Context: an optimization exercise on an open-source flow, tuned for small area. The choices shown serve that exercise and are no tape-out recipe.
In this exercise RTL edits were held to simulation tests only and were not proved equivalent to the original.

--- flow/design.v ---
module Multiplier32Bit (
	input[31:0] multiplicand,
	input[31:0] multiplier,
	input clk,
	input enable,
	input reset_n,
	output[31:0] aBus,
	output valid
);
	reg[31:0] acc;     
	reg[3:0] q;        
	reg vld;
	wire[31:0] mc = multiplicand;
	wire[31:0] mp = multiplier;
	genvar i;
	wire[3:1] a, o;
	generate
		for (i = 1; i < 4; i = i + 1) begin : gz
			wire a_lo, a_hi, o_lo, o_hi;
			nand4 u0 (.a(mp[8*i]), .b(mp[8*i+1]), .c(mp[8*i+2]), .d(mp[8*i+3]), .y(a_lo));
			nand4 u1 (.a(mp[8*i+4]), .b(mp[8*i+5]), .c(mp[8*i+6]), .d(mp[8*i+7]), .y(a_hi));
			nor2 u2 (.a(a_lo), .b(a_hi), .y(a[i]));
			nor4 u3 (.a(mp[8*i]), .b(mp[8*i+1]), .c(mp[8*i+2]), .d(mp[8*i+3]), .y(o_lo));
			nor4 u4 (.a(mp[8*i+4]), .b(mp[8*i+5]), .c(mp[8*i+6]), .d(mp[8*i+7]), .y(o_hi));
			and2 u5 (.a(o_lo), .b(o_hi), .y(o[i]));
		end
	endgenerate
	wire z1 = (a[3] & a[2] & a[1]) | (o[3] & o[2] & o[1]);   
	wire z2 = (a[3] & a[2]) | (o[3] & o[2]);                 
	wire z3 = a[3] | o[3];                                   
	wire idle = ~|q;
	wire busy = ~idle;
	wire[4:0] s;
	assign s[0] = q[0];
	assign s[1] = q[1] | (idle & z1);
	assign s[2] = q[2] | (idle & z2 & ~z1);
	assign s[3] = q[3] | (idle & z3 & ~z2);
	assign s[4] = idle & ~z3;
	wire[6:0] w;
	generate
		for (i = 0; i < 7; i = i + 1) begin : gw
			wire x, y;
			if (i == 0) begin : b0
				aoi22 u0 (.a1(s[1]), .a2(mp[5]), .b1(s[2]), .b2(mp[11]), .y(x));
			end else begin : bn
				aoi222 u0 (.a1(s[0]), .a2(mp[i-1]), .b1(s[1]), .b2(mp[i+5]), .c1(s[2]), .c2(mp[i+11]), .y(x));
			end
			aoi22 u1 (.a1(s[3]), .a2(mp[i+17]), .b1(s[4]), .b2(mp[i+23]), .y(y));
			nand2 u2 (.a(x), .b(y), .y(w[i]));
		end
	endgenerate
	wire d3 = ~z2 & z3;
	wire d4 = ~z3;
	wire cp = idle & d3 & mp[23] & ~mp[24];    
	wire cm = idle & d3 & ~mp[23] & mp[24];    
	wire[7:0] orc;                             
	wire[7:0] mneg;                            
	assign orc[1] = mc[0];
	assign mneg[0] = mc[0];
	generate
		for (i = 1; i < 8; i = i + 1) begin : gn
			if (i > 1) begin : bo
				or2 u0 (.a(orc[i-1]), .b(mc[i-1]), .y(orc[i]));
			end
			xor2 u1 (.a(mc[i]), .b(orc[i]), .y(mneg[i]));
		end
	endgenerate
	wire[1:0] v = {mp[31] ^ (mp[30] & mp[29]), mp[30] ^ mp[29]};
	wire[1:0] init4 = {(mc[1] & v[0]) ^ (mc[0] & v[1]), mc[0] & v[0]};
	wire[1:0] i4_n = ~({2{idle & d4}} & init4);
	wire[25:0] prev;
	generate
		for (i = 0; i < 26; i = i + 1) begin : gp
			if (i < 8) begin : lo
				wire x;
				aoi222 u0 (.a1(busy), .a2(acc[i]), .b1(cp), .b2(mc[i]), .c1(cm), .c2(mneg[i]), .y(x));
				if (i < 2) begin : b4
					nand2 u1 (.a(x), .b(i4_n[i]), .y(prev[i]));
				end else begin : bx
					inv u1 (.a(x), .y(prev[i]));
				end
			end else begin : hi
				and2 u0 (.a(busy), .b(acc[i]), .y(prev[i]));
			end
		end
	endgenerate
	wire[2:0] one, two, neg;
	generate
		for (i = 0; i < 3; i = i + 1) begin : ge
			wire t;
			xor2 u0 (.a(w[2*i]), .b(w[2*i+1]), .y(one[i]));
			xnor2 u1 (.a(w[2*i+2]), .b(w[2*i+1]), .y(t));
			nor2 u2 (.a(t), .b(one[i]), .y(two[i]));
			assign neg[i] = w[2*i+2];
		end
	endgenerate
	wire one0 = one[0], two0 = two[0], n0 = neg[0];
	wire one1 = one[1], two1 = two[1], n1 = neg[1];
	wire one2 = one[2], two2 = two[2], n2 = neg[2];
	wire[31:0] r0;
	wire[29:0] r1;
	wire[27:0] r2;
	wire x0 = one0 & mc[0];
	wire k0 = n0 & ~x0;
	wire x1 = one1 & mc[0];
	wire k1 = n1 & ~x1;
	wire x2 = one2 & mc[0];
	wire k2 = n2 & ~x2;
	assign r0[0] = x0;
	assign r1[0] = x1;
	assign r2[0] = x2;
	generate
		for (i = 1; i < 32; i = i + 1) begin : g0
			booth_cell u (.one(one0), .two(two0), .neg(n0), .a(mc[i]), .b(mc[i-1]), .p(r0[i]));
		end
		for (i = 1; i < 30; i = i + 1) begin : g1
			booth_cell u (.one(one1), .two(two1), .neg(n1), .a(mc[i]), .b(mc[i-1]), .p(r1[i]));
		end
		for (i = 1; i < 28; i = i + 1) begin : g2
			booth_cell u (.one(one2), .two(two2), .neg(n2), .a(mc[i]), .b(mc[i-1]), .p(r2[i]));
		end
	endgenerate
	wire[31:0] next;
	wire t_1;
	wire t_2;
	wire t_3;
	wire t_4;
	wire t_5;
	wire t_6;
	wire t_7;
	wire t_8;
	wire t_9;
	wire t_10;
	wire t_11;
	wire t_12;
	wire t_13;
	wire t_14;
	wire t_15;
	wire t_16;
	wire t_17;
	wire t_18;
	wire t_19;
	wire t_20;
	wire t_21;
	wire t_22;
	wire t_23;
	wire t_24;
	wire t_25;
	wire t_26;
	wire t_27;
	wire t_28;
	wire t_29;
	wire t_30;
	wire t_31;
	wire t_32;
	wire t_33;
	wire t_34;
	wire t_35;
	wire t_36;
	wire t_37;
	wire t_38;
	wire t_39;
	wire t_40;
	wire t_41;
	wire t_42;
	wire t_43;
	wire t_44;
	wire t_45;
	wire t_46;
	wire t_47;
	wire t_48;
	wire t_49;
	wire t_50;
	wire t_51;
	wire t_52;
	wire t_53;
	wire t_54;
	wire t_55;
	wire t_56;
	wire t_57;
	wire t_58;
	wire t_59;
	wire t_60;
	wire t_61;
	wire t_62;
	wire t_63;
	wire t_64;
	wire t_65;
	wire t_66;
	wire t_67;
	wire t_68;
	wire t_69;
	wire t_70;
	wire t_71;
	wire t_72;
	wire t_73;
	wire t_74;
	wire t_75;
	wire t_76;
	wire t_77;
	wire t_78;
	wire t_79;
	wire t_80;
	wire t_81;
	wire t_82;
	wire t_83;
	wire t_84;
	wire t_85;
	wire t_86;
	wire t_87;
	wire t_88;
	wire t_89;
	wire t_90;
	wire t_91;
	wire t_92;
	wire t_93;
	wire t_94;
	wire t_95;
	wire t_96;
	wire t_97;
	wire t_98;
	wire t_99;
	wire t_100;
	wire t_101;
	wire t_102;
	wire t_103;
	wire t_104;
	wire t_105;
	wire t_106;
	wire t_107;
	wire t_108;
	wire t_109;
	wire t_110;
	wire t_111;
	wire t_112;
	wire t_113;
	wire t_114;
	wire t_115;
	wire t_116;
	wire t_117;
	wire t_118;
	wire t_119;
	wire t_120;
	wire t_121;
	wire t_122;
	wire t_123;
	wire t_124;
	wire t_125;
	wire t_126;
	wire t_127;
	wire t_128;
	wire t_129;
	wire t_130;
	wire t_131;
	wire t_132;
	wire t_133;
	wire t_134;
	wire t_135;
	wire t_136;
	wire t_137;
	wire t_138;
	wire t_139;
	wire t_140;
	wire t_141;
	wire t_142;
	wire t_143;
	wire t_144;
	wire t_145;
	wire t_146;
	wire t_147;
	wire t_148;
	wire t_149;
	wire t_150;
	wire t_151;
	wire t_152;
	wire t_153;
	wire t_154;
	wire t_155;
	wire t_156;
	wire t_157;
	wire t_158;
	wire t_159;
	wire t_160;
	wire t_161;
	wire t_162;
	wire t_163;
	wire t_164;
	wire t_165;
	wire t_166;
	wire t_167;
	wire t_168;
	wire t_169;
	wire t_170;
	wire t_171;
	wire t_172;
	wire t_173;
	wire t_174;
	wire t_175;
	wire t_176;
	wire t_177;
	wire t_178;
	wire t_179;
	wire t_180;
	wire t_181;
	wire t_182;
	wire t_183;
	wire t_184;
	wire t_185;
	wire t_186;
	wire t_187;
	wire t_188;
	wire t_189;
	wire t_190;
	wire t_191;
	wire t_192;
	wire t_193;
	wire t_194;
	wire t_195;
	wire t_196;
	wire t_197;
	wire t_198;
	wire t_199;
	wire t_200;
	wire t_201;
	wire t_202;
	wire t_203;
	wire t_204;
	wire t_205;
	wire t_206;
	wire t_207;
	wire t_208;
	wire t_209;
	wire t_210;
	wire t_211;
	wire t_212;
	wire t_213;
	wire t_214;
	wire t_215;
	wire t_216;
	wire t_217;
	half_adder ut_1 (.a(r0[5]), .b(r1[3]), .s(t_1), .co(t_2));
	full_adder ut_3 (.a(r0[6]), .b(r1[4]), .c(r2[2]), .s(t_3), .co(t_4));
	full_adder ut_5 (.a(r0[7]), .b(r1[5]), .c(r2[3]), .s(t_5), .co(t_6));
	full_adder ut_7 (.a(r0[8]), .b(r1[6]), .c(r2[4]), .s(t_7), .co(t_8));
	full_adder ut_9 (.a(r0[9]), .b(r1[7]), .c(r2[5]), .s(t_9), .co(t_10));
	full_adder ut_11 (.a(r0[10]), .b(r1[8]), .c(r2[6]), .s(t_11), .co(t_12));
	full_adder ut_13 (.a(r0[11]), .b(r1[9]), .c(r2[7]), .s(t_13), .co(t_14));
	full_adder ut_15 (.a(r0[12]), .b(r1[10]), .c(r2[8]), .s(t_15), .co(t_16));
	full_adder ut_17 (.a(r0[13]), .b(r1[11]), .c(r2[9]), .s(t_17), .co(t_18));
	full_adder ut_19 (.a(r0[14]), .b(r1[12]), .c(r2[10]), .s(t_19), .co(t_20));
	full_adder ut_21 (.a(r0[15]), .b(r1[13]), .c(r2[11]), .s(t_21), .co(t_22));
	full_adder ut_23 (.a(r0[16]), .b(r1[14]), .c(r2[12]), .s(t_23), .co(t_24));
	full_adder ut_25 (.a(r0[17]), .b(r1[15]), .c(r2[13]), .s(t_25), .co(t_26));
	full_adder ut_27 (.a(r0[18]), .b(r1[16]), .c(r2[14]), .s(t_27), .co(t_28));
	full_adder ut_29 (.a(r0[19]), .b(r1[17]), .c(r2[15]), .s(t_29), .co(t_30));
	full_adder ut_31 (.a(r0[20]), .b(r1[18]), .c(r2[16]), .s(t_31), .co(t_32));
	full_adder ut_33 (.a(r0[21]), .b(r1[19]), .c(r2[17]), .s(t_33), .co(t_34));
	full_adder ut_35 (.a(r0[22]), .b(r1[20]), .c(r2[18]), .s(t_35), .co(t_36));
	full_adder ut_37 (.a(r0[23]), .b(r1[21]), .c(r2[19]), .s(t_37), .co(t_38));
	full_adder ut_39 (.a(r0[24]), .b(r1[22]), .c(r2[20]), .s(t_39), .co(t_40));
	full_adder ut_41 (.a(r0[25]), .b(r1[23]), .c(r2[21]), .s(t_41), .co(t_42));
	full_adder ut_43 (.a(r0[26]), .b(r1[24]), .c(r2[22]), .s(t_43), .co(t_44));
	full_adder ut_45 (.a(r0[27]), .b(r1[25]), .c(r2[23]), .s(t_45), .co(t_46));
	full_adder ut_47 (.a(r0[28]), .b(r1[26]), .c(r2[24]), .s(t_47), .co(t_48));
	full_adder ut_49 (.a(r0[29]), .b(r1[27]), .c(r2[25]), .s(t_49), .co(t_50));
	full_adder ut_51 (.a(r0[30]), .b(r1[28]), .c(r2[26]), .s(t_51), .co(t_52));
	assign t_53 = r0[31] ^ r1[29] ^ r2[27];
	half_adder ut_54 (.a(r0[3]), .b(r1[1]), .s(t_54), .co(t_55));
	full_adder ut_56 (.a(r0[4]), .b(r1[2]), .c(r2[0]), .s(t_56), .co(t_57));
	full_adder ut_58 (.a(t_1), .b(r2[1]), .c(k2), .s(t_58), .co(t_59));
	full_adder ut_60 (.a(t_3), .b(prev[0]), .c(t_2), .s(t_60), .co(t_61));
	full_adder ut_62 (.a(t_5), .b(prev[1]), .c(t_4), .s(t_62), .co(t_63));
	full_adder ut_64 (.a(t_7), .b(prev[2]), .c(t_6), .s(t_64), .co(t_65));
	full_adder ut_66 (.a(t_9), .b(prev[3]), .c(t_8), .s(t_66), .co(t_67));
	full_adder ut_68 (.a(t_11), .b(prev[4]), .c(t_10), .s(t_68), .co(t_69));
	full_adder ut_70 (.a(t_13), .b(prev[5]), .c(t_12), .s(t_70), .co(t_71));
	full_adder ut_72 (.a(t_15), .b(prev[6]), .c(t_14), .s(t_72), .co(t_73));
	full_adder ut_74 (.a(t_17), .b(prev[7]), .c(t_16), .s(t_74), .co(t_75));
	full_adder ut_76 (.a(t_19), .b(prev[8]), .c(t_18), .s(t_76), .co(t_77));
	full_adder ut_78 (.a(t_21), .b(prev[9]), .c(t_20), .s(t_78), .co(t_79));
	full_adder ut_80 (.a(t_23), .b(prev[10]), .c(t_22), .s(t_80), .co(t_81));
	full_adder ut_82 (.a(t_25), .b(prev[11]), .c(t_24), .s(t_82), .co(t_83));
	full_adder ut_84 (.a(t_27), .b(prev[12]), .c(t_26), .s(t_84), .co(t_85));
	full_adder ut_86 (.a(t_29), .b(prev[13]), .c(t_28), .s(t_86), .co(t_87));
	full_adder ut_88 (.a(t_31), .b(prev[14]), .c(t_30), .s(t_88), .co(t_89));
	full_adder ut_90 (.a(t_33), .b(prev[15]), .c(t_32), .s(t_90), .co(t_91));
	full_adder ut_92 (.a(t_35), .b(prev[16]), .c(t_34), .s(t_92), .co(t_93));
	full_adder ut_94 (.a(t_37), .b(prev[17]), .c(t_36), .s(t_94), .co(t_95));
	full_adder ut_96 (.a(t_39), .b(prev[18]), .c(t_38), .s(t_96), .co(t_97));
	full_adder ut_98 (.a(t_41), .b(prev[19]), .c(t_40), .s(t_98), .co(t_99));
	full_adder ut_100 (.a(t_43), .b(prev[20]), .c(t_42), .s(t_100), .co(t_101));
	full_adder ut_102 (.a(t_45), .b(prev[21]), .c(t_44), .s(t_102), .co(t_103));
	full_adder ut_104 (.a(t_47), .b(prev[22]), .c(t_46), .s(t_104), .co(t_105));
	full_adder ut_106 (.a(t_49), .b(prev[23]), .c(t_48), .s(t_106), .co(t_107));
	full_adder ut_108 (.a(t_51), .b(prev[24]), .c(t_50), .s(t_108), .co(t_109));
	assign t_110 = t_53 ^ prev[25] ^ t_52;
	half_adder ut_111 (.a(r0[1]), .b(k0), .s(t_111), .co(t_112));
	full_adder ut_113 (.a(r0[2]), .b(r1[0]), .c(t_112), .s(t_113), .co(t_114));
	full_adder ut_115 (.a(t_54), .b(k1), .c(t_114), .s(t_115), .co(t_116));
	full_adder ut_117 (.a(t_56), .b(t_55), .c(t_116), .s(t_117), .co(t_118));
	full_adder ut_119 (.a(t_58), .b(t_57), .c(t_118), .s(t_119), .co(t_120));
	full_adder ut_121 (.a(t_60), .b(t_59), .c(t_120), .s(t_121), .co(t_122));
	full_adder ut_123 (.a(t_62), .b(t_61), .c(t_122), .s(t_123), .co(t_124));
	half_adder ut_125 (.a(t_64), .b(t_63), .s(t_125), .co(t_126));
	full_adder ut_127 (.a(t_66), .b(t_65), .c(t_126), .s(t_127), .co(t_128));
	full_adder ut_129 (.a(t_68), .b(t_67), .c(t_128), .s(t_129), .co(t_130));
	full_adder ut_131 (.a(t_70), .b(t_69), .c(t_130), .s(t_131), .co(t_132));
	full_adder ut_133 (.a(t_72), .b(t_71), .c(t_132), .s(t_133), .co(t_134));
	full_adder ut_135 (.a(t_74), .b(t_73), .c(t_134), .s(t_135), .co(t_136));
	full_adder ut_137 (.a(t_76), .b(t_75), .c(t_136), .s(t_137), .co(t_138));
	full_adder ut_139 (.a(t_78), .b(t_77), .c(t_138), .s(t_139), .co(t_140));
	xor2 ut_141 (.a(t_125), .b(t_124), .y(t_141));
	inc_cell ut_142 (.s(t_127), .t(t_125), .c(t_124), .y(t_142));
	and2 ut_143 (.a(t_125), .b(t_127), .y(t_143));
	inc_cell ut_144 (.s(t_129), .t(t_143), .c(t_124), .y(t_144));
	and2 ut_145 (.a(t_143), .b(t_129), .y(t_145));
	inc_cell ut_146 (.s(t_131), .t(t_145), .c(t_124), .y(t_146));
	and2 ut_147 (.a(t_145), .b(t_131), .y(t_147));
	inc_cell ut_148 (.s(t_133), .t(t_147), .c(t_124), .y(t_148));
	and2 ut_149 (.a(t_147), .b(t_133), .y(t_149));
	inc_cell ut_150 (.s(t_135), .t(t_149), .c(t_124), .y(t_150));
	and2 ut_151 (.a(t_149), .b(t_135), .y(t_151));
	inc_cell ut_152 (.s(t_137), .t(t_151), .c(t_124), .y(t_152));
	and2 ut_153 (.a(t_151), .b(t_137), .y(t_153));
	inc_cell ut_154 (.s(t_139), .t(t_153), .c(t_124), .y(t_154));
	and2 ut_155 (.a(t_153), .b(t_139), .y(t_155));
	ao21 ut_156 (.a1(t_155), .a2(t_124), .b(t_140), .y(t_156));
	half_adder ut_157 (.a(t_80), .b(t_79), .s(t_157), .co(t_158));
	full_adder ut_159 (.a(t_82), .b(t_81), .c(t_158), .s(t_159), .co(t_160));
	full_adder ut_161 (.a(t_84), .b(t_83), .c(t_160), .s(t_161), .co(t_162));
	full_adder ut_163 (.a(t_86), .b(t_85), .c(t_162), .s(t_163), .co(t_164));
	full_adder ut_165 (.a(t_88), .b(t_87), .c(t_164), .s(t_165), .co(t_166));
	full_adder ut_167 (.a(t_90), .b(t_89), .c(t_166), .s(t_167), .co(t_168));
	full_adder ut_169 (.a(t_92), .b(t_91), .c(t_168), .s(t_169), .co(t_170));
	full_adder ut_171 (.a(t_94), .b(t_93), .c(t_170), .s(t_171), .co(t_172));
	xor2 ut_173 (.a(t_157), .b(t_156), .y(t_173));
	inc_cell ut_174 (.s(t_159), .t(t_157), .c(t_156), .y(t_174));
	and2 ut_175 (.a(t_157), .b(t_159), .y(t_175));
	inc_cell ut_176 (.s(t_161), .t(t_175), .c(t_156), .y(t_176));
	and2 ut_177 (.a(t_175), .b(t_161), .y(t_177));
	inc_cell ut_178 (.s(t_163), .t(t_177), .c(t_156), .y(t_178));
	and2 ut_179 (.a(t_177), .b(t_163), .y(t_179));
	inc_cell ut_180 (.s(t_165), .t(t_179), .c(t_156), .y(t_180));
	and2 ut_181 (.a(t_179), .b(t_165), .y(t_181));
	inc_cell ut_182 (.s(t_167), .t(t_181), .c(t_156), .y(t_182));
	and2 ut_183 (.a(t_181), .b(t_167), .y(t_183));
	inc_cell ut_184 (.s(t_169), .t(t_183), .c(t_156), .y(t_184));
	and2 ut_185 (.a(t_183), .b(t_169), .y(t_185));
	inc_cell ut_186 (.s(t_171), .t(t_185), .c(t_156), .y(t_186));
	and2 ut_187 (.a(t_185), .b(t_171), .y(t_187));
	ao21 ut_188 (.a1(t_187), .a2(t_156), .b(t_172), .y(t_188));
	half_adder ut_189 (.a(t_96), .b(t_95), .s(t_189), .co(t_190));
	full_adder ut_191 (.a(t_98), .b(t_97), .c(t_190), .s(t_191), .co(t_192));
	full_adder ut_193 (.a(t_100), .b(t_99), .c(t_192), .s(t_193), .co(t_194));
	full_adder ut_195 (.a(t_102), .b(t_101), .c(t_194), .s(t_195), .co(t_196));
	full_adder ut_197 (.a(t_104), .b(t_103), .c(t_196), .s(t_197), .co(t_198));
	full_adder ut_199 (.a(t_106), .b(t_105), .c(t_198), .s(t_199), .co(t_200));
	full_adder ut_201 (.a(t_108), .b(t_107), .c(t_200), .s(t_201), .co(t_202));
	assign t_203 = t_110 ^ t_109 ^ t_202;
	xor2 ut_204 (.a(t_189), .b(t_188), .y(t_204));
	inc_cell ut_205 (.s(t_191), .t(t_189), .c(t_188), .y(t_205));
	and2 ut_206 (.a(t_189), .b(t_191), .y(t_206));
	inc_cell ut_207 (.s(t_193), .t(t_206), .c(t_188), .y(t_207));
	and2 ut_208 (.a(t_206), .b(t_193), .y(t_208));
	inc_cell ut_209 (.s(t_195), .t(t_208), .c(t_188), .y(t_209));
	and2 ut_210 (.a(t_208), .b(t_195), .y(t_210));
	inc_cell ut_211 (.s(t_197), .t(t_210), .c(t_188), .y(t_211));
	and2 ut_212 (.a(t_210), .b(t_197), .y(t_212));
	inc_cell ut_213 (.s(t_199), .t(t_212), .c(t_188), .y(t_213));
	and2 ut_214 (.a(t_212), .b(t_199), .y(t_214));
	inc_cell ut_215 (.s(t_201), .t(t_214), .c(t_188), .y(t_215));
	and2 ut_216 (.a(t_214), .b(t_201), .y(t_216));
	inc_cell ut_217 (.s(t_203), .t(t_216), .c(t_188), .y(t_217));
	assign next[0] = r0[0];
	assign next[1] = t_111;
	assign next[2] = t_113;
	assign next[3] = t_115;
	assign next[4] = t_117;
	assign next[5] = t_119;
	assign next[6] = t_121;
	assign next[7] = t_123;
	assign next[8] = t_141;
	assign next[9] = t_142;
	assign next[10] = t_144;
	assign next[11] = t_146;
	assign next[12] = t_148;
	assign next[13] = t_150;
	assign next[14] = t_152;
	assign next[15] = t_154;
	assign next[16] = t_173;
	assign next[17] = t_174;
	assign next[18] = t_176;
	assign next[19] = t_178;
	assign next[20] = t_180;
	assign next[21] = t_182;
	assign next[22] = t_184;
	assign next[23] = t_186;
	assign next[24] = t_204;
	assign next[25] = t_205;
	assign next[26] = t_207;
	assign next[27] = t_209;
	assign next[28] = t_211;
	assign next[29] = t_213;
	assign next[30] = t_215;
	assign next[31] = t_217;
	always @(posedge clk) begin
		acc <= next;
	end
	always @(posedge clk, negedge reset_n) begin
		if (reset_n == 0) begin
			q <= 4'd0;
			vld <= 0;
		end else if (enable) begin
			q <= {~z3, z3 & ~z2, z2 & ~z1, z1};
			vld <= 0;
		end else begin
			q <= {1'b0, q[3:1]};
			vld <= q[0];
		end
	end
	assign aBus = acc;
	assign valid = vld;
endmodule
module booth_cell (
	input one,
	input two,
	input neg,
	input a,
	input b,
	output p
);
	wire m_n;
	aoi22 u0 (.a1(one), .a2(a), .b1(two), .b2(b), .y(m_n));
	xnor2 u1 (.a(m_n), .b(neg), .y(p));
endmodule
module aoi22 (
	input a1,
	input a2,
	input b1,
	input b2,
	output y
);
	assign y = ~((a1 & a2) | (b1 & b2));
endmodule
module xnor2 (
	input a,
	input b,
	output y
);
	assign y = ~(a ^ b);
endmodule
module xor2 (
	input a,
	input b,
	output y
);
	assign y = a ^ b;
endmodule
module and2 (
	input a,
	input b,
	output y
);
	assign y = a & b;
endmodule
module ao21 (
	input a1,
	input a2,
	input b,
	output y
);
	assign y = (a1 & a2) | b;
endmodule
module inc_cell (
	input s,
	input t,
	input c,
	output y
);
	assign y = s ^ (t & c);
endmodule
module full_adder (
	input a,
	input b,
	input c,
	output s,
	output co
);
	assign s = a ^ b ^ c;
	assign co = (a & b) | (a & c) | (b & c);
endmodule
module half_adder (
	input a,
	input b,
	output s,
	output co
);
	assign s = a ^ b;
	assign co = a & b;
endmodule
module nand4 (
	input a,
	input b,
	input c,
	input d,
	output y
);
	assign y = ~(a & b & c & d);
endmodule
module nor4 (
	input a,
	input b,
	input c,
	input d,
	output y
);
	assign y = ~(a | b | c | d);
endmodule
module nand2 (
	input a,
	input b,
	output y
);
	assign y = ~(a & b);
endmodule
module nor2 (
	input a,
	input b,
	output y
);
	assign y = ~(a | b);
endmodule
module or2 (
	input a,
	input b,
	output y
);
	assign y = a | b;
endmodule
module inv (
	input a,
	output y
);
	assign y = ~a;
endmodule
module aoi222 (
	input a1,
	input a2,
	input b1,
	input b2,
	input c1,
	input c2,
	output y
);
	assign y = ~((a1 & a2) | (b1 & b2) | (c1 & c2));
endmodule
--- flow/flow/downsize.tcl ---
# Sourced after floorplanning (POST_FLOORPLAN_TCL): set every logic cell to
# the smallest drive strength of its function. Placement-stage repair and
# timing repair size up again where timing or slew needs it.
set db [ord::get_db]
set n 0
foreach inst [[ord::get_db_block] getInsts] {
  set m [[$inst getMaster] getName]
  if {![regexp {^(sky130_fd_sc_hd__[a-z0-9]+)_([0-9]+)$} $m -> base drive]} { continue }
  if {[regexp {dfxtp|dfrtp|conb|tap|fill|decap|clkbuf|clkinv|clkdly|dly} $base]} { continue }
  foreach d {0 1 2} {
    if {$d >= $drive} { break }
    set cand "${base}_$d"
    if {[$db findMaster $cand] != "NULL" && [llength [get_lib_cells -quiet $cand]] > 0 && [lsearch $::env(DONT_USE_CELLS) $cand] < 0} {
      replace_cell [$inst getName] $cand
      incr n
      break
    }
  }
}
puts "downsize: $n cells set to their smallest drive strength"
--- flow/standard.sh ---
#!/bin/bash
# synth_recipe.tcl (not shown) runs the flow's synth.tcl, then flattens the netlist and writes it again
# the make line also repeats each setting of config.mk as NAME=value (left out here)
make -C /OpenROAD-flow-scripts/flow DESIGN_CONFIG=/design/flow/config.mk WORK_HOME=/design/flow/orfs CLKGATE_MAP_FILE= SYNTH_SCRIPT=/design/flow/synth_recipe.tcl "${@:-finish}"
--- flow/constraint.sdc ---
create_clock -name core_clock -period 10.0 [get_ports {clk}]
set_input_delay 2.0000 -clock core_clock [delete_from_list [all_inputs] [get_ports {clk}]]
set_output_delay 2.0000 -clock core_clock [all_outputs]
set_load 0.01 [all_outputs]
--- flow/flow/run.sh ---
#!/bin/bash
export BUFFER_PORTS_ARGS="-buffer_cell sky130_fd_sc_hd__buf_1"
export CTS_ARGS="-sink_clustering_enable -repair_clock_nets -dont_use_dummy_load -buf_list sky130_fd_sc_hd__clkbuf_16 -sink_clustering_size 40 -sink_clustering_max_diameter 400"
export POST_FLOORPLAN_TCL="$PWD/flow/downsize.tcl"
bash standard.sh RECOVER_POWER=100 finish > standard.log 2>&1
--- flow/config.mk ---
export PLATFORM = sky130hd
export DESIGN_NAME = Multiplier32Bit
export DESIGN_NICKNAME = Multiplier32Bit
export VERILOG_FILES = /design/flow/design.v
export SDC_FILE = /design/flow/constraint.sdc
export NUM_CORES = 4
export LEC_CHECK = 0
export CAP_MARGIN = 20
export CORE_MARGIN = 2
export CORE_UTILIZATION = 40
export CTS_BUF_LIST = sky130_fd_sc_hd__clkbuf_8
export SLEW_MARGIN = 20
export SYNTH_HIERARCHICAL = 1
export SYNTH_MINIMUM_KEEP_SIZE = 0
==> reports/qor.csv, run 1 <==
stage,metric,value,unit
logic_synthesis,synth-seq-cells,37,
floorplan,start_util,41.0,%
clocking,cts_resized,0,
sta,period_share,95.5,%
route,drc,0,
route,first_iter_violations,361,
worst_setup_path,required,10180,ps
logic_synthesis,synth_area_leaders,"fa_1 (27%), a22oi_2 (21%), xnor2_1 (18%), dfxtp_1 (11%), and2_1 (4.9%)",
sta,maxSlewViolCount,0,
worst_setup_path,crit_start,multiplier[24],
grt,antenna_found_initial,0,
grt,grt_pass1_wl,22.1,mm
sta,tightest_slew,1140,ps
clocking,clk_pin_slew,60,ps
logic_synthesis,synth_area_leader_cell,fa_1,
final_layout,final_util,43.5,%
placed_design,post-place-ws,247,ps
clocking,cts.sinks,37,
clocking,cts_buffers,5,
worst_setup_path,start_kind,primary input,
worst_setup_path,cpPeakStageDelay,550,ps
clocking,insertion_delay,290,ps
logic_synthesis,syn_inst,498,
run,max_cap_violations,0,
final_layout,final_common_cell,xnor2_1,
grt,track_usage,19.0,%
sta,setup_tns,0,ps
logic_synthesis,avgSynthCellArea,11.4,um2
sta,rsz0062_at_grt,no,
final_layout,layout_common_cells,"xnor2_1 (115), buf_1 (97), a22oi_1 (95)",
placed_design,place_inst,793,
worst_setup_path,arrival,9720,ps
floorplan,rows,43,
placed_design,place.gp.congestion,0.919,
grt,overflow,0,
logic_synthesis,syn_nets,650,
clocking,post_cts_buffers,0,
placed_design,dpl.hpwl,11.4,mm
floorplan,die_h,123,um
floorplan,io_pins,100,
logic_synthesis,yosys.area.top_type_share,27.4,%
floorplan,core_area,0.0139,mm2
route,via_per_inst,5.47,
sta,clock_skew,5.66,ps
worst_setup_path,cpMostUsedCell,fa_1,
grt,grt_pass1_vias,4224,
route,num_vias,4368,
worst_setup_path,crit_fanout,17,
floorplan,dieArea,0.0152,mm2
sta,fin_ws,453,ps
min_path,hp-start,q[1],
logic_synthesis,syn_area,0.00570,mm2
final_layout,antenna_cells,0,
route,drtPass1Iterations,6,
route,wire_per_inst,17.9,um
worst_setup_path,crit_path_top_delay_cell,fa_1,
sta,setup_viol_count_final,0,
sta,final-hold-violation-count,0,
worst_setup_path,critPathCaptureType,flop,
min_path,hp-class,reg -> reg,
clocking,holdBufCountCts,0,
sta,fmax,105,MHz
grt,grt_start_max_net_pins,31,
outcome,outcome,no timing/DRC/antenna violations,
floorplan,die_w,123,um
final_layout,area_growth_syn_to_layout,6.13,%
placed_design,portBuffers,99,
clocking,htree_levels,2,
final_layout,num-nets-final,772,
clocking,root_buffer,clkbuf_16,
worst_setup_path,crit_type,in -> reg,
clocking,clockBufferDepth,2,
logic_synthesis,ys_seq_area_share,13.4,%
final_layout,drive_above_1_share,4.37,%
logic_synthesis,ys_warn_count,7,
worst_setup_path,regToRegStartpoint,q[3],
sta,slew_headroom,24.0,%
route,ant_nets,0,
sta,period_needed,9550,ps
clocking,cts_tree,done,
route,wl,14.3,mm
final_layout,stdcell_count,798,
logic_synthesis,ys_types,33,
## registers in the layout, indices dropped and copies added (netlist names)
name	flops
acc	32
q	4
vld	1
## final timing paths
| check | endpoint | cells after the start | slack, ps |
|---|---|---|---|
| min in group asynchronous | q[3] | 1 | 1540 |
| max in group asynchronous | q[1] | 1 | 8250 |
| min | q[0] | 2 | 540 |
| max reg2reg | acc[22] | 23 | 1590 |
| min reg2reg | q[0] | 2 | 540 |
| max | acc[22] | 29 | 450 |
## per-module statistics from Yosys, one instance, submodules excluded, a selection
| module | flops+latches | times used |
|---|---|---|
| and2 | 0 | 41 |
| ao21 | 0 | 2 |
| aoi22 | 0 | 95 |
| full_adder | 0 | 78 |
| half_adder | 0 | 6 |
| inv | 0 | 6 |
| nand2 | 0 | 9 |
| nand4 | 0 | 6 |
| nor2 | 0 | 6 |
| xnor2 | 0 | 90 |
| xor2 | 0 | 13 |
## cell type report
type | count | area, um2
repair buffers | 116 | 504
fillers | 1413 | 7840
flip-flops and latches | 37 | 766
inverters | 6 | 22.5
well taps | 180 | 225
clock buffers | 5 | 125
multi-input cells | 454 | 4400
## Yosys cell counts
library cell	n
xor2_1	16
or2_1	6
or4_1	1
a31oi_1	1
buf_2	1
a22oi_2	95
nor2_1	9
a22o_1	1
nand3_1	1
ha_1	7
and3_1	2
nor4_2	6
a31o_2	1
a21oi_1	2
xnor2_1	115
a222oi_1	14
and2b_2	1
nor3_1	1
and2_1	45
inv_1	6
or2b_2	1
nor2b_1	5
dfxtp_1	32
or3_4	1
nand4_1	6
fa_1	78
nor3b_2	2
a21o_1	3
o21bai_1	1
nand2_1	31
dfrtp_1	5
o21ai_0	1
mux2_2	1
## routing by layer
layer | track usage, % | vias to the layer above | routed length [um]
met2 | 31.0 | 126 | 6940
met1 | 25.7 | 2189 | 6240
li1 | - | 2039 | -
met5 | 0 | - | 0
met4 | 5.18 | 0 | 230
met3 | 3.97 | 14 | 874
## metrics by stage
stage,instance area (um2),hold WS (ps)
final,6040,543
after floorplan,5820,489
after global routing,6040,589
after CTS,6050,549
after global placement,5930,521
after detailed placement,5930,553
## cells by family after synthesis
family / share of synthesized area (%)
DFF: 13.4
buffers and inverters: 0.483
and+or+nand+nor: 12.2
xor gates and xnor gates: 20.1
AOI/OAI and AO/OA: 24.5
muxes: 0.198
adders and majority gates: 29.0
## critical path: cells and delay by family
family / cells / cell delay [ps]
compound gates: 4 / 820
xor+xnor: 3 / 550
fa+ha+maj: 10 / 3910
buf+inv: 4 / 930
simple gates: 8 / 1520
==> run 2, diff against run 1 <==
==> flow/flow/run.sh (replaced) <==
#!/bin/bash
export BUFFER_PORTS_ARGS="-buffer_cell sky130_fd_sc_hd__buf_1"
export CTS_ARGS="-repair_clock_nets -dont_use_dummy_load -buf_list sky130_fd_sc_hd__clkbuf_4"
export POST_FLOORPLAN_TCL="$PWD/flow/downsize.tcl"
bash standard.sh RECOVER_POWER=100 finish > standard.log 2>&1
==> reports/qor.csv, run 2 <==
stage,metric,value,unit
placed_design,place.gp.congestion,0.919,
placed_design,placed_cell_area,0.00593,mm2
logic_synthesis,ys_seq_area_share,13.4,%
min_path,hold_end,q[0],
sta,setup_tns,0,ps
worst_setup_path,start_kind,primary input,
clocking,insertion_delay,380,ps
sta,fin_ws,561,ps
floorplan,rows,43,
clocking,clockBufferDepth,2,
sta,fmax,106,MHz
worst_setup_path,r2r_end,acc[22],
grt,grt_start_max_net_pins,31,
sta,period_share,94.4,%
worst_setup_path,cpMostUsedCell,fa_1,
final_layout,largest_reg_flops,32,
logic_synthesis,synth_common_cells,"xnor2_1 (115), a22oi_2 (95), fa_1 (78)",
final_layout,final_area,0.00596,mm2
logic_synthesis,yosys.area.top_type_share,27.4,%
worst_setup_path,required,10280,ps
route,wire_per_inst,17.8,um
route,via_per_inst,5.45,
logic_synthesis,avgSynthCellArea,11.4,um2
worst_setup_path,rrSetupSlack,1590,ps
logic_synthesis,synth_area_leader_cell,fa_1,
logic_synthesis,async_flop_share,13.5,%
route,first_iter_violations,322,
sta,tightest_slew,1150,ps
floorplan,dieArea,0.0152,mm2
clocking,htree_levels,2,
final_layout,reg.largest.list,"acc: 32 flops, q: 4 flops, vld: 1 flops",
clocking,cts_tree,done,
logic_synthesis,syn_nets,650,
min_path,hp-start,q[1],
outcome,outcome,no timing/DRC/antenna violations,
grt,grt_pass1_vias,4209,
clocking,root_buffer,clkbuf_4,
final_layout,top_register,acc,
final_layout,num-nets-final,772,
worst_setup_path,crit_path_top_delay_cell,fa_1,
worst_setup_path,regToRegStartpoint,q[3],
run,max_cap_violations,0,
floorplan,die_h,123,um
logic_synthesis,yosysMostFrequentCell,xnor2_1,
clocking,holdBufCountCts,0,
logic_synthesis,synth-seq-cells,37,
clocking,cts_resized,0,
floorplan,core_area,0.0139,mm2
worst_setup_path,arrival,9710,ps
final_layout,layout_common_cells,"xnor2_1 (115), buf_1 (97), a22oi_1 (95)",
logic_synthesis,ys_types,33,
logic_synthesis,synth-edff-count,0,
final_layout,drive_above_1_share,4.21,%
sta,period_needed,9440,ps
sta,setup_viol_count_final,0,
final_layout,final_common_cell,xnor2_1,
sta,maxSlewViolCount,0,
worst_setup_path,cpPeakStageDelay,550,ps
floorplan,io_pins,100,
logic_synthesis,synth_area_leaders,"fa_1 (27%), a22oi_2 (21%), xnor2_1 (18%), dfxtp_1 (11%), and2_1 (4.9%)",
final_layout,stdcell_count,799,
route,drc,0,
min_path,hp-class,reg -> reg,
placed_design,dpl.hpwl,11.4,mm
placed_design,post-place-ws,247,ps
logic_synthesis,synth_top_flop_cell,dfxtp_1,
final_layout,area_growth_syn_to_layout,4.59,%
grt,antenna_found_initial,0,
worst_setup_path,worst-r2r-cell-count,23,
worst_setup_path,crit_fanout,17,
placed_design,portBuffers,99,
sta,slew_headroom,23.1,%
floorplan,start_util,41.0,%
route,num_vias,4356,
clocking,cts.sinks,37,
worst_setup_path,critPathCaptureType,flop,
grt,track_usage,18.9,%
logic_synthesis,syn_inst,498,
grt,overflow,0,
placed_design,place_inst,793,
sta,hold_ws,567,ps
clocking,post_cts_buffers,0,
grt,grt_pass1_wl,22.0,mm
sta,rsz0062_at_grt,no,
sta,final-hold-violation-count,0,
min_path,hold_depth,2,
route,ant_nets,0,
clocking,clk_pin_slew,110,ps
sta,clock_skew,8.51,ps
route,wl,14.2,mm
logic_synthesis,syn_area,0.00570,mm2
route,drtPass1Iterations,6,
clocking,cts_buffers,5,
logic_synthesis,ys_warn_count,7,
floorplan,die_w,123,um
worst_setup_path,crit_type,in -> reg,
==> run 2: cell counts after synthesis <==
Identical to the previous run, type by type.
==> run 2: worst max path at each step <==
| stage | start | endpoint | slack [ps] | depth (start not counted) |
|---|---|---|---|---|
| after floorplan | multiplier[27] | acc[31] | 20 | 25 |
| after global placement | multiplier[25] | acc[31] | 310 | 29 |
| after detailed placement | multiplier[29] | acc[30] | 250 | 29 |
| after CTS | multiplier[24] | acc[30] | 660 | 27 |
| after global routing | multiplier[24] | acc[22] | 110 | 29 |
| final | multiplier[29] | acc[22] | 560 | 29 |
==> run 2: cell families (layout without fill, tap and decap cells) <==
logic type / Yosys count / count (layout) / share of synthesized area (%)
other: 0 / 1 / 0
adders and majority gates: 85 / 85 / 29.0
AOI/OAI and AO/OA: 119 / 119 / 24.5
xor gates and xnor gates: 131 / 131 / 20.1
muxes: 1 / 1 / 0.198
buffers and inverters: 7 / 127 / 0.483
and+or+nand+nor: 118 / 118 / 12.2
DFF: 37 / 37 / 13.4
==> run 2: per-stage QoR <==
stage	utilization [%]
2_1_floorplan	-
3_3_place_gp	42.7
3_5_place_dp	42.7
4_1_cts	43.0
5_1_grt	42.9
6_report	42.9
==> run 2: cell type report <==
| class | instances | area (um2) |
|---|---|---|
| fill | 1422 | 7920 |
| multi-input combinational | 454 | 4400 |
| sequential | 37 | 766 |
| timing repair buffer | 116 | 504 |
| tap | 180 | 225 |
| clock buffer | 5 | 37.5 |
| inverter | 6 | 22.5 |
| antenna | 1 | 2.50 |
==> run 2: per-layer routing <==
layer | up-vias | wire [um] | share of wire (%) | global-route usage, %
met5 | - | 0 | 0 | 0
met3 | 12 | 831 | 5.8 | 3.46
met2 | 147 | 6900 | 48 | 30.7
li1 | 2038 | - | - | -
met4 | 0 | 233 | 1.6 | 5.18
met1 | 2159 | 6260 | 44 | 26.0
==> run 2: per-module statistics from Yosys (local to each module, per instance), a selection <==
| module | cells inside | cell area [um2] |
|---|---|---|
| aoi22 | 1 | 12.5 |
| aoi222 | 1 | 10.0 |
| inc_cell | 2 | 12.5 |
| inv | 1 | 3.75 |
| nand2 | 1 | 3.75 |
| nand4 | 1 | 6.26 |
| nor4 | 1 | 12.5 |
==> run 2: worst max-delay path: cells and delay by family <==
kind / cells / cell delay [ps]
fa+ha+maj: 10 / 3900
buf+inv: 4 / 910
xor+xnor: 3 / 550
compound gates: 4 / 790
simple gates: 8 / 1550
==> run 3, diff against run 2 <==
==> flow/flow/run.sh (replaced) <==
#!/bin/bash
export BUFFER_PORTS_ARGS="-buffer_cell sky130_fd_sc_hd__buf_1"
export CTS_ARGS="-sink_clustering_enable -sink_clustering_levels 1 -repair_clock_nets -dont_use_dummy_load -buf_list sky130_fd_sc_hd__clkbuf_8"
export POST_FLOORPLAN_TCL="$PWD/flow/downsize.tcl"
bash standard.sh RECOVER_POWER=100 finish > standard.log 2>&1
==> reports/qor.csv, run 3 <==
stage,metric,value,unit
min_path,hp-start,q[1],
grt,track_usage,19.0,%
worst_setup_path,r2r_end,acc[22],
sta,rsz0062_at_grt,no,
min_path,hold_depth,2,
logic_synthesis,async_flop_share,13.5,%
sta,clock_skew,9.12,ps
clocking,post_cts_buffers,0,
final_layout,drive_above_1_share,4.37,%
final_layout,layout_common_cells,"xnor2_1 (115), buf_1 (97), a22oi_1 (95)",
worst_setup_path,required,10190,ps
final_layout,largest_reg_flops,32,
final_layout,reg.largest.list,"acc: 32 flops, q: 4 flops, vld: 1 flops",
placed_design,place.gp.congestion,0.919,
run,max_cap_violations,0,
grt,grt_pass1_wl,22.1,mm
sta,period_needed,9490,ps
route,via_per_inst,5.48,
worst_setup_path,start_kind,primary input,
logic_synthesis,synth_common_cells,"xnor2_1 (115), a22oi_2 (95), fa_1 (78)",
floorplan,start_util,41.0,%
grt,grt_start_max_net_pins,31,
clocking,insertion_delay,310,ps
floorplan,core_area,0.0139,mm2
logic_synthesis,synth-edff-count,0,
logic_synthesis,synth_top_flop_cell,dfxtp_1,
sta,tightest_slew,1180,ps
floorplan,die_w,123,um
route,drtPass1Iterations,6,
logic_synthesis,yosys.area.top_type_share,27.4,%
logic_synthesis,synth-seq-cells,37,
clocking,htree_levels,2,
worst_setup_path,rrSetupSlack,1590,ps
sta,final-hold-violation-count,0,
clocking,cts_resized,0,
sta,slew_headroom,21.4,%
final_layout,top_register,acc,
floorplan,dieArea,0.0152,mm2
outcome,outcome,no timing/DRC/antenna violations,
sta,setup_tns,0,ps
clocking,cts_buffers,5,
clocking,clockBufferDepth,2,
logic_synthesis,synth_area_leader_cell,fa_1,
logic_synthesis,syn_nets,650,
final_layout,final_util,43.1,%
logic_synthesis,ys_types,33,
route,drc,0,
route,wl,14.2,mm
floorplan,rows,43,
logic_synthesis,avgSynthCellArea,11.4,um2
floorplan,io_pins,100,
grt,antenna_found_initial,0,
placed_design,place_inst,793,
worst_setup_path,worst-r2r-cell-count,23,
logic_synthesis,ys_warn_count,7,
grt,grt_pass1_vias,4215,
worst_setup_path,regToRegStartpoint,q[3],
worst_setup_path,cpPeakStageDelay,550,ps
floorplan,die_h,123,um
route,ant_nets,0,
final_layout,stdcell_count,798,
logic_synthesis,synth_area_leaders,"fa_1 (27%), a22oi_2 (21%), xnor2_1 (18%), dfxtp_1 (11%), and2_1 (4.9%)",
worst_setup_path,arrival,9680,ps
worst_setup_path,critPathCaptureType,flop,
logic_synthesis,syn_inst,498,
placed_design,portBuffers,99,
min_path,hold_end,q[0],
final_layout,antenna_cells,0,
sta,maxSlewViolCount,0,
route,num_vias,4373,
logic_synthesis,ys_seq_area_share,13.4,%
clocking,cts.sinks,37,
logic_synthesis,yosysMostFrequentCell,xnor2_1,
min_path,hp-class,reg -> reg,
final_layout,final_common_cell,xnor2_1,
route,first_iter_violations,390,
sta,setup_viol_count_final,0,
grt,overflow,0,
sta,fmax,105,MHz
clocking,holdBufCountCts,0,
worst_setup_path,cpMostUsedCell,fa_1,
worst_setup_path,crit_path_top_delay_cell,fa_1,
clocking,clk_pin_slew,70,ps
final_layout,num-nets-final,772,
route,wire_per_inst,17.8,um
worst_setup_path,crit_type,in -> reg,
worst_setup_path,crit_fanout,17,
sta,period_share,94.9,%
clocking,cts_tree,done,
logic_synthesis,syn_area,0.00570,mm2
clocking,root_buffer,clkbuf_8,
final_layout,area_growth_syn_to_layout,5.14,%
placed_design,dpl.hpwl,11.4,mm
## run 3: through the flow
step                      hold slack (ps)  worst slack, ps  cell area [um2]
final                                 555              512             5990
after global routing                  595             57.7             5990
after CTS                             553              569             6000
after detailed placement              553              247             5930
after global placement                521              307             5930
after floorplan                       489             18.9             5820
## run 3: worst max path at each step
stage / slack [ps] / depth (start not counted) / startpoint / to
6_report: 510 / 29 / multiplier[29] / acc[22]
5_1_grt: 60 / 29 / multiplier[24] / acc[22]
4_1_cts: 570 / 27 / multiplier[24] / acc[30]
3_5_place_dp: 250 / 29 / multiplier[29] / acc[30]
3_3_place_gp: 310 / 29 / multiplier[25] / acc[31]
2_1_floorplan: 20 / 25 / multiplier[27] / acc[31]
## run 3: cell families after synthesis
group           synth area share, %
flops                          13.4
compound gates                 24.5
xor+xnor                       20.1
mux                           0.198
buf+inv                       0.483
fa+ha+maj                      29.0
simple gates                   12.2
## run 3: worst max-delay path: cells and delay by family
| family | cells | cell delay [ps] |
|---|---|---|
| AND/OR/NAND/NOR | 8 | 1510 |
| adder cells (fa/ha/maj) | 10 | 3900 |
| XOR/XNOR | 3 | 550 |
| AO/OA/AOI/OAI | 4 | 830 |
| buffers and inverters | 4 | 900 |
## run 3: layer usage
metal	GRT usage (%)	up-vias	routed length, um
met5	0	-	0
met2	30.8	154	6920
met1	25.8	2166	6170
met3	3.83	14	914
met4	5.18	0	236
li1	-	2039	-
## run 3: final cells by class
class / count / area (um2)
multi-input cells: 454 / 4400
fillers: 1422 / 7890
inverters: 6 / 22.5
flip-flops and latches: 37 / 766
well taps: 180 / 225
repair buffers: 116 / 504
clock buffers: 5 / 68.8
## run 3: modules after synthesis, one instance, submodules excluded, a selection
module / cell area [um2] / flops+latches / cells inside
xor2: 8.76 / 0 / 1
or2: 6.26 / 0 / 1
nand4: 6.26 / 0 / 1
and2: 6.26 / 0 / 1
nor2: 3.75 / 0 / 1
nand2: 3.75 / 0 / 1
==> run 4, diff against run 3 <==
==> flow/flow/run.sh (replaced) <==
#!/bin/bash
export BUFFER_PORTS_ARGS="-buffer_cell sky130_fd_sc_hd__buf_1"
export CTS_ARGS="-sink_clustering_enable -repair_clock_nets -dont_use_dummy_load -buf_list sky130_fd_sc_hd__clkbuf_4"
export POST_FLOORPLAN_TCL="$PWD/flow/downsize.tcl"
bash standard.sh RECOVER_POWER=100 finish > standard.log 2>&1
==> reports/qor.csv, run 4 <==
stage,metric,value,unit
outcome,outcome,no timing/DRC/antenna violations,
floorplan,die_h,123,um
logic_synthesis,synth_area_leaders,"fa_1 (27%), a22oi_2 (21%), xnor2_1 (18%), dfxtp_1 (11%), and2_1 (4.9%)",
worst_setup_path,cp_num_cells,29,
sta,period_needed,9440,ps
clocking,cts.sinks,37,
worst_setup_path,crit_type,in -> reg,
clocking,insertion_delay,380,ps
clocking,clockBufferDepth,2,
route,drtPass1Iterations,6,
logic_synthesis,synth_area_leader_cell,fa_1,
logic_synthesis,synth-seq-cells,37,
clocking,holdBufCountCts,0,
final_layout,stdcell_count,799,
min_path,hp-start,q[1],
logic_synthesis,yosysMostFrequentCell,xnor2_1,
clocking,htree_levels,2,
final_layout,reg.largest.list,"acc: 32 flops, q: 4 flops, vld: 1 flops",
clocking,cts_buffers,5,
worst_setup_path,crit_fanout,17,
grt,antenna_found_initial,0,
final_layout,layout_common_cells,"xnor2_1 (115), buf_1 (97), a22oi_1 (95)",
worst_setup_path,worst-r2r-cell-count,23,
min_path,hold_depth,2,
route,wl,14.2,mm
logic_synthesis,syn_nets,650,
sta,clock_skew,8.51,ps
final_layout,final_common_cell,xnor2_1,
logic_synthesis,synth-edff-count,0,
clocking,post_cts_buffers,0,
grt,overflow,0,
sta,rsz0062_at_grt,no,
final_layout,final_util,42.9,%
worst_setup_path,critPathTopFamily,adder cells,
final_layout,drive_above_1_share,4.21,%
clocking,cts_resized,0,
grt,grt_pass1_vias,4209,
logic_synthesis,ys_warn_count,7,
worst_setup_path,arrival,9710,ps
sta,period_share,94.4,%
floorplan,start_util,41.0,%
sta,tightest_slew,1150,ps
floorplan,dieArea,0.0152,mm2
route,drc,0,
final_layout,largest_reg_flops,32,
worst_setup_path,critPathCaptureType,flop,
worst_setup_path,start_kind,primary input,
placed_design,place_inst,793,
sta,setup_viol_count_final,0,
worst_setup_path,r2r_end,acc[22],
sta,fmax,106,MHz
logic_synthesis,async_flop_share,13.5,%
route,via_per_inst,5.45,
min_path,hp-class,reg -> reg,
placed_design,portBuffers,99,
placed_design,place.gp.congestion,0.919,
worst_setup_path,crit_buf_inv,4,
final_layout,area_growth_syn_to_layout,4.59,%
grt,grt_pass1_wl,22.0,mm
sta,final-hold-violation-count,0,
logic_synthesis,yosys.area.top_type_share,27.4,%
clocking,root_buffer,clkbuf_4,
worst_setup_path,cpMostUsedCell,fa_1,
worst_setup_path,crit_path_top_delay_cell,fa_1,
floorplan,core_area,0.0139,mm2
sta,slew_headroom,23.1,%
sta,setup_tns,0,ps
logic_synthesis,synth_common_cells,"xnor2_1 (115), a22oi_2 (95), fa_1 (78)",
clocking,cts_tree,done,
floorplan,rows,43,
worst_setup_path,cpPeakStageDelay,550,ps
logic_synthesis,synth_top_flop_cell,dfxtp_1,
worst_setup_path,regToRegStartpoint,q[3],
min_path,hold_end,q[0],
worst_setup_path,rrSetupSlack,1590,ps
placed_design,dpl.hpwl,11.4,mm
logic_synthesis,ys_seq_area_share,13.4,%
route,ant_nets,0,
floorplan,io_pins,100,
route,num_vias,4356,
worst_setup_path,required,10280,ps
clocking,clk_pin_slew,110,ps
grt,grt_start_max_net_pins,31,
logic_synthesis,syn_inst,498,
run,max_cap_violations,0,
final_layout,top_register,acc,
final_layout,num-nets-final,772,
logic_synthesis,syn_area,0.00570,mm2
route,wire_per_inst,17.8,um
sta,maxSlewViolCount,0,
logic_synthesis,ys_types,33,
grt,track_usage,18.9,%
logic_synthesis,avgSynthCellArea,11.4,um2
floorplan,die_w,123,um
route,first_iter_violations,322,
-- run 4: cell count changes in the layout (fill, tap and decap cells not counted) --
cell	change
clkbuf_4	+5
clkbuf_8	-5
diode_2	+1
nand2_1	+1
nand2_2	-1
-- run 4: final cells by class --
cell class | instances | area [um2]
Fill cell | 1422 | 7920
Multi-Input combinational cell | 454 | 4400
Sequential cell | 37 | 766
Timing Repair Buffer | 116 | 504
Tap cell | 180 | 225
Clock buffer | 5 | 37.5
Inverter | 6 | 22.5
Antenna cell | 1 | 2.50
-- run 4: layer usage --
metal | vias up | GRT usage, % | share of wire [%]
met5 | - | 0 | 0
met4 | 0 | 5.18 | 1.6
met3 | 12 | 3.46 | 5.8
met2 | 147 | 30.7 | 48
met1 | 2159 | 26.0 | 44
li1 | 2038 | - | -
-- run 4: kinds of logic after synthesis --
| group | count (synthesis) | share of synthesized area [%] |
|---|---|---|
| fa+ha+maj | 85 | 29.0 |
| buf+inv | 7 | 0.483 |
| flops | 37 | 13.4 |
| mux | 1 | 0.198 |
| compound gates | 119 | 24.5 |
| simple gates | 118 | 12.2 |
| xor+xnor | 131 | 20.1 |
-- run 4: worst max path at each step --
stage,startpoint,end,slack [ps]
floorplan,multiplier[27],acc[31],20
global placement,multiplier[25],acc[31],310
detailed placement,multiplier[29],acc[30],250
CTS,multiplier[24],acc[30],660
global route,multiplier[24],acc[22],110
finish,multiplier[29],acc[22],560
-- run 4: worst reg2reg max path, delay by kind of cell (launching register included) --
family | cells | cell delay, ps
AOI/OAI and AO/OA | 3 | 540
xor gates and xnor gates | 3 | 530
adders and majority gates | 10 | 4070
buffers and inverters | 2 | 660
DFF | 1 | 430
and+or+nand+nor | 5 | 2100
-- run 4: metrics by stage --
step	area (um2)	hold slack (ps)	setup WS [ps]
final	5960	567	561
after global routing	5950	606	108
after CTS	5970	564	660
after detailed placement	5930	553	247
after global placement	5930	521	307
after floorplan	5820	489	18.9
-- run 4: per-module statistics from Yosys, one instance, submodules excluded, a selection --
module	area (um2)	cells
xnor2	8.76	1
inc_cell	12.5	2
inv	3.75	1
nor4	12.5	1
or2	6.26	1
nor2	3.75	1
xor2	8.76	1
==> run 5, diff against run 4 <==
--- a/flow/config.mk
+++ b/flow/config.mk
@@ -10,4 +10,5 @@
 export CORE_UTILIZATION = 40
 export CTS_BUF_LIST = sky130_fd_sc_hd__clkbuf_8
+export GPL_TIMING_DRIVEN = 0
 export SLEW_MARGIN = 20
 export SYNTH_HIERARCHICAL = 1
==> reports/qor.csv, run 5 <==
stage,metric,value,unit
clocking,clockBufferDepth,2,
clocking,htree_levels,2,
sta,period_needed,9570,ps
logic_synthesis,synth_common_cells,"xnor2_1 (115), a22oi_2 (95), fa_1 (78)",
outcome,outcome,no timing/DRC/antenna violations,
sta,slew_headroom,11.2,%
route,drc,0,
placed_design,dpl.hpwl,11.0,mm
run,max_cap_violations,0,
placed_design,placed_cell_area,0.00597,mm2
sta,fmax,104,MHz
clocking,cts.sinks,37,
floorplan,die_h,123,um
final_layout,final_common_cell,xnor2_1,
sta,maxSlewViolCount,0,
logic_synthesis,synth_area_leaders,"fa_1 (27%), a22oi_2 (21%), xnor2_1 (18%), dfxtp_1 (11%), and2_1 (4.9%)",
clocking,root_buffer,clkbuf_4,
floorplan,io_pins,100,
final_layout,top_register,acc,
worst_setup_path,critPathCaptureType,flop,
sta,hold_ws,570,ps
clocking,cts_tree,done,
worst_setup_path,start_kind,primary input,
worst_setup_path,cpPeakStageDelay,530,ps
final_layout,largest_reg_flops,32,
route,num_vias,4596,
logic_synthesis,synth_top_flop_cell,dfxtp_1,
floorplan,rows,43,
final_layout,reg.largest.list,"acc: 32 flops, q: 4 flops, vld: 1 flops",
sta,tightest_slew,1330,ps
min_path,hp-class,reg -> reg,
floorplan,core_area,0.0139,mm2
logic_synthesis,yosysMostFrequentCell,xnor2_1,
sta,period_share,95.7,%
sta,final-hold-violation-count,0,
grt,grt_start_max_net_pins,31,
logic_synthesis,async_flop_share,13.5,%
logic_synthesis,synth-seq-cells,37,
grt,grt_pass1_vias,4574,
final_layout,area_growth_syn_to_layout,9.67,%
logic_synthesis,ys_seq_area_share,13.4,%
clocking,clk_pin_slew,110,ps
route,drtPass1Iterations,7,
clocking,holdBufCountCts,0,
final_layout,nFillCells,1381,
route,wire_per_inst,18.2,um
final_layout,num-nets-final,788,
logic_synthesis,avgSynthCellArea,11.4,um2
route,first_iter_violations,427,
final_layout,final_area,0.00625,mm2
logic_synthesis,yosys.area.top_type_share,27.4,%
route,via_per_inst,5.64,
clocking,cts_buffers,5,
logic_synthesis,synth_area_leader_cell,fa_1,
final_layout,layout_common_cells,"xnor2_1 (113), buf_1 (96), a22oi_1 (95)",
logic_synthesis,synth-edff-count,0,
worst_setup_path,cpMostUsedCell,fa_1,
sta,setup_tns,0,ps
floorplan,dieArea,0.0152,mm2
grt,overflow,0,
placed_design,place.gp.congestion,0.892,
worst_setup_path,crit_type,in -> reg,
sta,setup_viol_count_final,0,
final_layout,drive_above_1_share,8.04,%
clocking,insertion_delay,360,ps
logic_synthesis,syn_area,0.00570,mm2
floorplan,die_w,123,um
sta,rsz0062_at_grt,no,
logic_synthesis,ys_types,33,
worst_setup_path,crit_path_top_delay_cell,fa_1,
placed_design,portBuffers,99,
worst_setup_path,crit_fanout,18,
route,wl,14.8,mm
sta,clock_skew,7.43,ps
logic_synthesis,ys_warn_count,7,
worst_setup_path,required,10260,ps
grt,track_usage,20.1,%
grt,grt_pass1_wl,23.7,mm
route,ant_nets,0,
logic_synthesis,syn_nets,650,
logic_synthesis,syn_inst,498,
grt,antenna_found_initial,1,
worst_setup_path,arrival,9840,ps
floorplan,start_util,41.0,%
==> run 5: cell counts after synthesis <==
Identical to the previous run, type by type.
==> run 5: critical path, delay by kind of cell <==
kind,cells,cell delay [ps]
and+or+nand+nor,7,1390
buffers and inverters,5,810
xor gates and xnor gates,3,460
AOI/OAI and AO/OA,4,980
adders and majority gates,10,4140
==> run 5: metrics by stage <==
stage	setup WS [ps]	cells	utilization, %
3_3_place_gp	-4390	777	41.5
2_1_floorplan	18.9	498	-
3_5_place_dp	-1020	783	43.0
5_1_grt	36.7	815	45.0
4_1_cts	34.9	811	44.6
6_report	426	815	45.0
==> run 5: path summary, 6_finish.rpt <==
path / startpoint / cells past startpoint / slack [ps] / endpoint
setup / recovery: multiplier[29] / 29 / 430 / acc[31]
hold / removal: q[3] / 1 / 570 / q[2]
setup reg to reg: q[3] / 26 / 1590 / acc[31]
hold reg to reg: q[3] / 1 / 570 / q[2]
max in group asynchronous: reset_n / 1 / 8340 / q[2]
min in group asynchronous: reset_n / 1 / 1460 / vld
==> run 5: Yosys stat by module (local to each module, per instance), a selection <==
module	times used	flip-flops and latches	cell area [um2]
aoi22	95	0	12.5
full_adder	78	0	20.0
inv	6	0	3.75
xor2	13	0	8.76
Multiplier32Bit	1	37	1060
or2	6	0	6.26
xnor2	90	0	8.76
nand2	9	0	3.75
nor2	6	0	3.75
and2	41	0	6.26
==> run 5: metal layers <==
metal  track usage [%]  wire (um)  up-vias
met4              6.75        401        0
met2              33.8       7410      174
met3              2.86        871       30
met1              26.5       6120     2310
met5                 0          0        -
li1                  -          -     2082
==> run 5: area by class of cell <==
| type | instances | area, um2 | share of cell area [%] |
|---|---|---|---|
| Antenna cell | 1 | 2.50 | 0.0401 |
| Buffer | 1 | 5.00 | 0.0801 |
| Clock buffer | 5 | 37.5 | 0.601 |
| Inverter | 6 | 22.5 | 0.361 |
| Multi-Input combinational cell | 457 | 4530 | 72.5 |
| Sequential cell | 37 | 766 | 12.3 |
| Tap cell | 180 | 225 | 3.61 |
| Timing Repair Buffer | 128 | 658 | 10.5 |
==> run 5: timing repair <==
item / CTS / global route
setup buffers: 20 / 3
pin swaps: 5 / 3
setup endpoints to repair: 16 / 16
gates resized for setup: 3 / 6
gates cloned: 3 / 0
==> run 5: cells by family (layout without fill, tap and decap cells) <==
kind of cell,Yosys count,count (layout),synth area share (%)
multiplexers,1,1,0.198
AND/OR/NAND/NOR,118,121,12.2
other,0,1,0
AO/OA/AOI/OAI,119,119,24.5
buffers and inverters,7,140,0.483
flip-flops,37,37,13.4
XOR/XNOR,131,131,20.1
adder cells (fa/ha/maj),85,85,29.0

==> afterwards: timing with drivers on the ports <==
No port has a modelled driver above. Below, the same layouts with a new extraction and two added sets of constraints.
Step 1 sets driving cells, clkbuf_16 on the clock port and buf_2 on the other inputs (assumed; they add their load-dependent delay and slew).
Step 2 times the ports against the registers' clock, not the clock port: input delays grow and output delays shrink by t, the midpoint of the rising clock arrivals with the driver on.
Three values: ideal, step 1, step 2; two values: the first two.
run | t, ns | setup WS [ns] | worst data-port slew with drivers (ns)
run 1 | 0.328 | 0.453 / 0.475 / 0.147 | 0.05
run 2 | 0.409 | 0.561 / 0.575 / 0.166 | 0.05
run 3 | 0.339 | 0.512 / 0.528 / 0.190 | 0.05
run 4 | 0.409 | 0.561 / 0.575 / 0.166 | 0.05
run 5 | 0.397 | 0.426 / 0.443 / 0.047 | 0.05
After both steps setup and hold are still met in every run listed.
